What follows belongs to an exercise in optimizing a design on an open flow for small area and a short achievable clock period; a production flow would make more cautious choices.

==> 09-02: inputs <==
// fp32_mul
module fp32_mul(
    input wire clk,
    input wire [31:0] a,         
    input wire [31:0] b,         
    input wire [2:0] rm,         
    output reg [31:0] result,    
    output wire nv,              
    output wire of,              
    output wire uf,              
    output wire nx               
);
    function [4:0] msb_index;
        input [31:0] x;
        reg [15:0] x16;
        reg [7:0] x8;
        reg [3:0] x4;
        reg [1:0] x2;
        begin
            msb_index[4] = |x[31:16];
            x16 = msb_index[4] ? x[31:16] : x[15:0];
            msb_index[3] = |x16[15:8];
            x8 = msb_index[3] ? x16[15:8] : x16[7:0];
            msb_index[2] = |x8[7:4];
            x4 = msb_index[2] ? x8[7:4] : x8[3:0];
            msb_index[1] = |x4[3:2];
            x2 = msb_index[1] ? x4[3:2] : x4[1:0];
            msb_index[0] = x2[1];
        end
    endfunction
    function [4:0] lsb_index;
        input [31:0] x;
        reg [15:0] x16;
        reg [7:0] x8;
        reg [3:0] x4;
        reg [1:0] x2;
        begin
            lsb_index[4] = ~|x[15:0];
            x16 = lsb_index[4] ? x[31:16] : x[15:0];
            lsb_index[3] = ~|x16[7:0];
            x8 = lsb_index[3] ? x16[15:8] : x16[7:0];
            lsb_index[2] = ~|x8[3:0];
            x4 = lsb_index[2] ? x8[7:4] : x8[3:0];
            lsb_index[1] = ~|x4[1:0];
            x2 = lsb_index[1] ? x4[3:2] : x4[1:0];
            lsb_index[0] = ~x2[0];
        end
    endfunction
    wire [7:0] ea = a[30:23];
    wire [7:0] eb = b[30:23];
    wire [22:0] fa = a[22:0];
    wire [22:0] fb = b[22:0];
    wire a_sub = (ea == 8'h00);
    wire b_sub = (eb == 8'h00);
    wire a_max = (ea == 8'hff);
    wire b_max = (eb == 8'hff);
    wire a_fz = (fa == 23'b0);
    wire b_fz = (fb == 23'b0);
    wire a_nan = a_max & ~a_fz;
    wire b_nan = b_max & ~b_fz;
    wire a_inf = a_max & a_fz;
    wire b_inf = b_max & b_fz;
    wire a_snan = a_max & ~fa[22] & (fa[21:0] != 22'b0);
    wire b_snan = b_max & ~fb[22] & (fb[21:0] != 22'b0);
    wire a_zero = a_sub & a_fz;
    wire b_zero = b_sub & b_fz;
    wire s0_invalid = a_snan | b_snan | (a_inf & b_zero) | (a_zero & b_inf);
    wire s0_is_nan = a_nan | b_nan | s0_invalid;
    wire s0_is_inf = ~s0_is_nan & (a_inf | b_inf);
    wire s0_is_zero = ~s0_is_nan & (a_zero | b_zero);
    wire s0_sign = a[31] ^ b[31];
    wire s0_m_rmm = (rm == 3'b100);
  ...
Settings: LEC_CHECK=0, CAP_MARGIN=20, CORE_MARGIN=2, CORE_UTILIZATION=40, SETUP_SLACK_MARGIN=3.5, SLEW_MARGIN=20, SYNTH_HIERARCHICAL=1; clock period 8.2 ns.
run.sh (not shown) runs the stock make flow with config.mk's settings and CLKGATE_MAP_FILE= SYNTH_SCRIPT=/design/flow/synth_recipe.tcl, a recipe that flattens the netlist after the stock synthesis.
==> 05-23 (differences from 09-02) <==
--- a/flow/design.v
+++ b/flow/design.v
@@ -76,27 +76,27 @@
     wire [4:0] pa = msb_index({9'b0, fa});
     wire [4:0] pb = msb_index({9'b0, fb});
     wire [4:0] s0_p = a_sub ? pa : pb;       
     wire [4:0] tza = a_fz ? 5'd23 : lsb_index({9'b0, fa});
     wire [4:0] tzb = b_fz ? 5'd23 : lsb_index({9'b0, fb});
-    wire [5:0] s0_tzs = {1'b0, tza} + {1'b0, tzb};
     wire [8:0] s0_esum = {1'b0, ea[7:1], ea[0] | a_sub} + {1'b0, eb[7:1], eb[0] | b_sub};
     reg [23:0] ma;
     reg [23:0] mb;
     reg s1_one_sub;
     reg [4:0] s1_p;
-    reg [5:0] s1_tzs;
+    reg [4:0] s1_tza, s1_tzb;
     reg [8:0] s1_esum;
     reg s1_sign;
     reg s1_m_rne, s1_m_rmm, s1_m_away;
     reg s1_invalid, s1_is_nan, s1_is_inf, s1_is_zero;
     always @(posedge clk) begin
         ma <= {~a_sub, fa};
         mb <= {~b_sub, fb};
         s1_one_sub <= s0_one_sub;
         s1_p <= s0_p;
-        s1_tzs <= s0_tzs;
+        s1_tza <= tza;
+        s1_tzb <= tzb;
         s1_esum <= s0_esum;
         s1_sign <= s0_sign;
         s1_m_rne <= s0_m_rne;
         s1_m_rmm <= s0_m_rmm;
         s1_m_away <= s0_m_away;
@@ -109,17 +109,18 @@
     wire [9:0] sh_right = 10'd151 - {1'b0, s1_esum};
     wire right_pos = ~sh_right[9];
     wire right_wins = right_pos & (sh_right > {5'b0, sh_left});
     wire right_big = right_pos & (sh_right > 10'd49);
     wire [5:0] s1_rs = right_wins ? (right_big ? 6'd49 : sh_right[5:0]) : {1'b0, sh_left};
-    wire [6:0] tz1 = {1'b0, s1_tzs} + 7'd1;
+    wire [6:0] tz1 = {2'b0, s1_tza} + {2'b0, s1_tzb} + 7'd1;
     wire s1_sticky = (tz1 < {2'b0, sh_left}) | (right_pos & ({3'b0, tz1} < sh_right));
     wire [9:0] s1_exp_full = {1'b0, s1_esum} - (s1_one_sub ? 10'd150 - {5'b0, s1_p} : 10'd127);
     wire [7:0] s1_exp = s1_exp_full[7:0];
     wire s1_exp_le0 = s1_exp_full[9] | (s1_exp_full == 10'd0);
     wire s1_exp_ge255 = ~s1_exp_full[9] & (s1_exp_full >= 10'd255);
     wire s1_exp_eq254 = (s1_exp_full == 10'd254);
+    localparam LOW = 12;
     wire [47:0] ts;
     wire [47:0] tc;
     wire [25:0] mbx = {2'b00, mb, 1'b0};
     wire [12:0] bneg, bone, btwo;
     wire [24:0] max1 = {ma, 1'b0};    
@@ -1659,22 +1660,27 @@
     fp32_mul_fa u_t284 (.x(~pp[322]), .y(pp[299]), .z(t282c), .s(t284s), .c(t284c));
     wire t285s, t285c;
     fp32_mul_fa u_t285 (.x(~bneg[11]), .y(pp[322]), .z(pp[323]), .s(t285s), .c(t285c));
     assign ts = {t285s, t284s, t283s, t281s, t276c, t276s, t273s, t265c, t260c, t255c, t255s, t249s, t236c, t229c, t221c, t213c, t204c, t195c, t185c, t175c, t164c, t164s, t153s, t131c, t120c, t109c, t99c, t89c, t88s, t71c, t63c, t55c, t48c, t41c, t40s, t29c, t24c, t23s, t18s, t11c, t10s, t7s, t4s, t2s, t0c, pp[2], pp[1], bneg[0]};
     assign tc = {t284c, t283c, t281c, t279c, t279s, t273c, t269c, t269s, t265s, t260s, t249c, t243c, t243s, t236s, t229s, t221s, t213s, t204s, t195s, t185s, t175s, t153c, t142c, t142s, t131s, t120s, t109s, t99s, t89s, t80s, t71s, t63s, t55s, t48s, t41s, t35s, t29s, t24s, t19s, t15s, t11s, t8s, t5s, t3s, t1s, t0s, 1'b0, pp[0]};
-    reg [47:0] ts2;
-    reg [47:0] tc2;
+    wire [LOW:0] plo = {1'b0, ts[LOW-1:0]} + {1'b0, tc[LOW-1:0]};
+    reg [LOW-1:0] plo2;
+    reg [47:LOW] ts2;
+    reg [47:LOW] tc2;
+    reg clo2;
     reg [5:0] s2_rs;
     reg s2_sticky;
     reg [7:0] s2_exp;
     reg s2_exp_le0, s2_exp_ge255, s2_exp_eq254;
     reg s2_sign;
     reg s2_m_rne, s2_m_rmm, s2_m_away;
     reg s2_invalid, s2_is_nan, s2_is_inf, s2_is_zero;
     always @(posedge clk) begin
-        ts2 <= ts;
-        tc2 <= tc;
+        plo2 <= plo[LOW-1:0];
+        clo2 <= plo[LOW];
+        ts2 <= ts[47:LOW];
+        tc2 <= tc[47:LOW];
         s2_rs <= s1_rs;
         s2_sticky <= s1_sticky;
         s2_exp <= s1_exp;
         s2_exp_le0 <= s1_exp_le0;
         s2_exp_ge255 <= s1_exp_ge255;
@@ -1686,11 +1692,12 @@
         s2_invalid <= s1_invalid;
         s2_is_nan <= s1_is_nan;
         s2_is_inf <= s1_is_inf;
         s2_is_zero <= s1_is_zero;
     end
-    wire [47:0] P = ts2 + tc2;
+    wire [47:LOW] phi = ts2 + tc2 + {{(47-LOW){1'b0}}, clo2};
+    wire [47:0] P = {phi, plo2};
     wire [48:0] shifted = {P, 1'b0} >> s2_rs;
     wire [26:0] sig = {shifted[25:0], s2_sticky};
     wire hi = sig[26];
     wire g = hi ? sig[2] : sig[1];
     wire rest = hi ? (sig[1] | sig[0]) : sig[0];
@@ -1701,20 +1708,22 @@
                       (s2_m_away & s2_inexact);
     wire [23:0] s2_mant = hi ? sig[26:3] : sig[25:2];
     wire s2_inc = hi ? (s2_add_one & sig[2]) : s2_add_one;
     reg [23:0] s3_mant;
     reg s3_inc;
+    reg s3_all_ones;
     reg s3_hi;
     reg s3_inexact;
     reg s3_sign;
     reg [7:0] s3_exp;
     reg s3_exp_le0, s3_exp_ge255, s3_exp_eq254;
     reg s3_of_to_max;
     reg s3_invalid, s3_is_nan, s3_is_inf, s3_is_zero;
     always @(posedge clk) begin
         s3_mant <= s2_mant;
         s3_inc <= s2_inc;
+        s3_all_ones <= &s2_mant;
         s3_hi <= hi;
         s3_inexact <= s2_inexact;
         s3_sign <= s2_sign;
         s3_exp <= s2_exp;
         s3_exp_le0 <= s2_exp_le0;
@@ -1725,11 +1734,11 @@
         s3_is_nan <= s2_is_nan;
         s3_is_inf <= s2_is_inf;
         s3_is_zero <= s2_is_zero;
     end
     wire [24:0] rounded = {1'b0, s3_mant} + {24'b0, s3_inc};
-    wire carry = s3_hi | rounded[24];
+    wire carry = s3_hi | (s3_inc & s3_all_ones);    
     wire ovf = ~s3_exp_le0 & (s3_exp_ge255 | (s3_exp_eq254 & carry));
     wire [7:0] res_exp = s3_exp_le0 ? {7'b0, rounded[23]} : (carry ? s3_exp + 8'd1 : s3_exp);
     wire special = s3_is_nan | s3_is_inf | s3_is_zero;
     assign nv = s3_invalid;
     assign of = ~special & ovf;
--- a/flow/config.mk
+++ b/flow/config.mk
@@ -6,8 +6,8 @@
 export NUM_CORES = 4
 export LEC_CHECK = 0
 export CAP_MARGIN = 20
 export CORE_MARGIN = 2
 export CORE_UTILIZATION = 40
-export SETUP_SLACK_MARGIN = 3.5
+export SETUP_SLACK_MARGIN = 3.9
 export SLEW_MARGIN = 20
 export SYNTH_HIERARCHICAL = 1
==> 12-03 (differences from 09-02) <==
--- a/flow/design.v
+++ b/flow/design.v
@@ -76,27 +76,27 @@
     wire [4:0] pa = msb_index({9'b0, fa});
     wire [4:0] pb = msb_index({9'b0, fb});
     wire [4:0] s0_p = a_sub ? pa : pb;       
     wire [4:0] tza = a_fz ? 5'd23 : lsb_index({9'b0, fa});
     wire [4:0] tzb = b_fz ? 5'd23 : lsb_index({9'b0, fb});
-    wire [5:0] s0_tzs = {1'b0, tza} + {1'b0, tzb};
     wire [8:0] s0_esum = {1'b0, ea[7:1], ea[0] | a_sub} + {1'b0, eb[7:1], eb[0] | b_sub};
     reg [23:0] ma;
     reg [23:0] mb;
     reg s1_one_sub;
     reg [4:0] s1_p;
-    reg [5:0] s1_tzs;
+    reg [4:0] s1_tza, s1_tzb;
     reg [8:0] s1_esum;
     reg s1_sign;
     reg s1_m_rne, s1_m_rmm, s1_m_away;
     reg s1_invalid, s1_is_nan, s1_is_inf, s1_is_zero;
     always @(posedge clk) begin
         ma <= {~a_sub, fa};
         mb <= {~b_sub, fb};
         s1_one_sub <= s0_one_sub;
         s1_p <= s0_p;
-        s1_tzs <= s0_tzs;
+        s1_tza <= tza;
+        s1_tzb <= tzb;
         s1_esum <= s0_esum;
         s1_sign <= s0_sign;
         s1_m_rne <= s0_m_rne;
         s1_m_rmm <= s0_m_rmm;
         s1_m_away <= s0_m_away;
@@ -109,17 +109,18 @@
     wire [9:0] sh_right = 10'd151 - {1'b0, s1_esum};
     wire right_pos = ~sh_right[9];
     wire right_wins = right_pos & (sh_right > {5'b0, sh_left});
     wire right_big = right_pos & (sh_right > 10'd49);
     wire [5:0] s1_rs = right_wins ? (right_big ? 6'd49 : sh_right[5:0]) : {1'b0, sh_left};
-    wire [6:0] tz1 = {1'b0, s1_tzs} + 7'd1;
+    wire [6:0] tz1 = {2'b0, s1_tza} + {2'b0, s1_tzb} + 7'd1;
     wire s1_sticky = (tz1 < {2'b0, sh_left}) | (right_pos & ({3'b0, tz1} < sh_right));
     wire [9:0] s1_exp_full = {1'b0, s1_esum} - (s1_one_sub ? 10'd150 - {5'b0, s1_p} : 10'd127);
     wire [7:0] s1_exp = s1_exp_full[7:0];
     wire s1_exp_le0 = s1_exp_full[9] | (s1_exp_full == 10'd0);
     wire s1_exp_ge255 = ~s1_exp_full[9] & (s1_exp_full >= 10'd255);
     wire s1_exp_eq254 = (s1_exp_full == 10'd254);
+    localparam LOW = 12;
     wire [47:0] ts;
     wire [47:0] tc;
     wire [25:0] mbx = {2'b00, mb, 1'b0};
     wire [12:0] bneg, bone, btwo;
     wire [24:0] max1 = {ma, 1'b0};    
@@ -1659,22 +1660,27 @@
     fp32_mul_fa u_t284 (.x(~pp[322]), .y(pp[299]), .z(t282c), .s(t284s), .c(t284c));
     wire t285s, t285c;
     fp32_mul_fa u_t285 (.x(~bneg[11]), .y(pp[322]), .z(pp[323]), .s(t285s), .c(t285c));
     assign ts = {t285s, t284s, t283s, t281s, t276c, t276s, t273s, t265c, t260c, t255c, t255s, t249s, t236c, t229c, t221c, t213c, t204c, t195c, t185c, t175c, t164c, t164s, t153s, t131c, t120c, t109c, t99c, t89c, t88s, t71c, t63c, t55c, t48c, t41c, t40s, t29c, t24c, t23s, t18s, t11c, t10s, t7s, t4s, t2s, t0c, pp[2], pp[1], bneg[0]};
     assign tc = {t284c, t283c, t281c, t279c, t279s, t273c, t269c, t269s, t265s, t260s, t249c, t243c, t243s, t236s, t229s, t221s, t213s, t204s, t195s, t185s, t175s, t153c, t142c, t142s, t131s, t120s, t109s, t99s, t89s, t80s, t71s, t63s, t55s, t48s, t41s, t35s, t29s, t24s, t19s, t15s, t11s, t8s, t5s, t3s, t1s, t0s, 1'b0, pp[0]};
-    reg [47:0] ts2;
-    reg [47:0] tc2;
+    wire [LOW:0] plo = {1'b0, ts[LOW-1:0]} + {1'b0, tc[LOW-1:0]};
+    reg [LOW-1:0] plo2;
+    reg [47:LOW] ts2;
+    reg [47:LOW] tc2;
+    reg clo2;
     reg [5:0] s2_rs;
     reg s2_sticky;
     reg [7:0] s2_exp;
     reg s2_exp_le0, s2_exp_ge255, s2_exp_eq254;
     reg s2_sign;
     reg s2_m_rne, s2_m_rmm, s2_m_away;
     reg s2_invalid, s2_is_nan, s2_is_inf, s2_is_zero;
     always @(posedge clk) begin
-        ts2 <= ts;
-        tc2 <= tc;
+        plo2 <= plo[LOW-1:0];
+        clo2 <= plo[LOW];
+        ts2 <= ts[47:LOW];
+        tc2 <= tc[47:LOW];
         s2_rs <= s1_rs;
         s2_sticky <= s1_sticky;
         s2_exp <= s1_exp;
         s2_exp_le0 <= s1_exp_le0;
         s2_exp_ge255 <= s1_exp_ge255;
@@ -1686,11 +1692,12 @@
         s2_invalid <= s1_invalid;
         s2_is_nan <= s1_is_nan;
         s2_is_inf <= s1_is_inf;
         s2_is_zero <= s1_is_zero;
     end
-    wire [47:0] P = ts2 + tc2;
+    wire [47:LOW] phi = ts2 + tc2 + {{(47-LOW){1'b0}}, clo2};
+    wire [47:0] P = {phi, plo2};
     wire [48:0] shifted = {P, 1'b0} >> s2_rs;
     wire [26:0] sig = {shifted[25:0], s2_sticky};
     wire hi = sig[26];
     wire g = hi ? sig[2] : sig[1];
     wire rest = hi ? (sig[1] | sig[0]) : sig[0];
==> impl_metrics.toml <==
[status]
status = "finished clean"

[drt]
drt_iter0_markers = 2096
met1_length_um = 38100
wl_per_cell_um = 24.5

[floorplanning]
num_rows = 93
dieWidth_um = 259

[critical_path]
cp-endpoint = "result[10]"

[sta]
max_slew_margin_pct = 36.2

[finish]
multi_input_gates = 2340
That was 12-03.
==> impl_metrics.toml <==
[sta]
max_slew_margin_pct = 26.8

[finish]
multi_input_gates = 2507
multi_input_area_share_pct = 70.1

[drt]
drt_iter0_markers = 2285
wl_per_cell_um = 25.7
met1_length_um = 41000

[synthesis]
yosysTopAreaCell = "fa_1"

[floorplanning]
num_rows = 95

[global_route]
grt_pass1_vias = 25813

[critical_path]
cp-endpoint = "result[8]"

[status]
status = "finished clean"
That was 09-02.
==> impl_metrics.toml <==
[drt]
drt_iter0_markers = 2360
met1_length_um = 42700
dr.pass1.iters = 8
totalWireLength_um = 108000

[placed_design]
placed_area_mm2 = 0.0295

[floorplanning]
num_rows = 94
dieWidth_um = 263

[finish]
multi_input_gates = 2493
n_antenna_cell = 1

[sta]
slew_viol_final = 0

[clock_tree]
cts-htree-levels = 1

[status]
status = "finished clean"

[critical_path]
setup.worst_path.start = "clo2$_DFF_P_"

[synthesis]
synth_most_common_cell = "xor2_1"
That was 05-23.
No functional check of the RTL was part of any run of this note.

what the ideal ports hide:
Ports are ideal in the flow. The routed layouts listed here were re-timed in OpenROAD. Step 1 sets driving cells, clkbuf_16 on the clock port and buf_2 on the other inputs (assumed; they add their load-dependent delay and slew). Step 2 moves the port delays by t, midway between the first and last clock arrival at a register: inputs arrive t later, outputs are due t later. That takes back most of the time a late clock gives input paths. a / b / c = no drivers / after step 1 / after step 2; a / b = the first two.
run | t (ns) | slack for setup (ns) | hold WS [ns] | worst register clock-pin slew, ns | worst data-port slew with drivers (ns)
09-02 | 0.642 | 3.458 / 3.395 / 3.008 | 0.324 / 0.324 / 0.324 | 0.07 / 0.07 | 0.04
05-23 | 0.610 | 3.545 / 3.545 / 3.436 | 0.325 / 0.325 / 0.325 | 0.06 / 0.06 | 0.05
12-03 | 0.623 | 3.485 / 3.425 / 3.103 | 0.323 / 0.323 / 0.323 | 0.07 / 0.07 | 0.05
After both steps every run listed still meets setup and hold. For 09-02, which loses most, drivers alone change the setup slack by -0.063 ns; drivers and shift together by -0.450 ns.
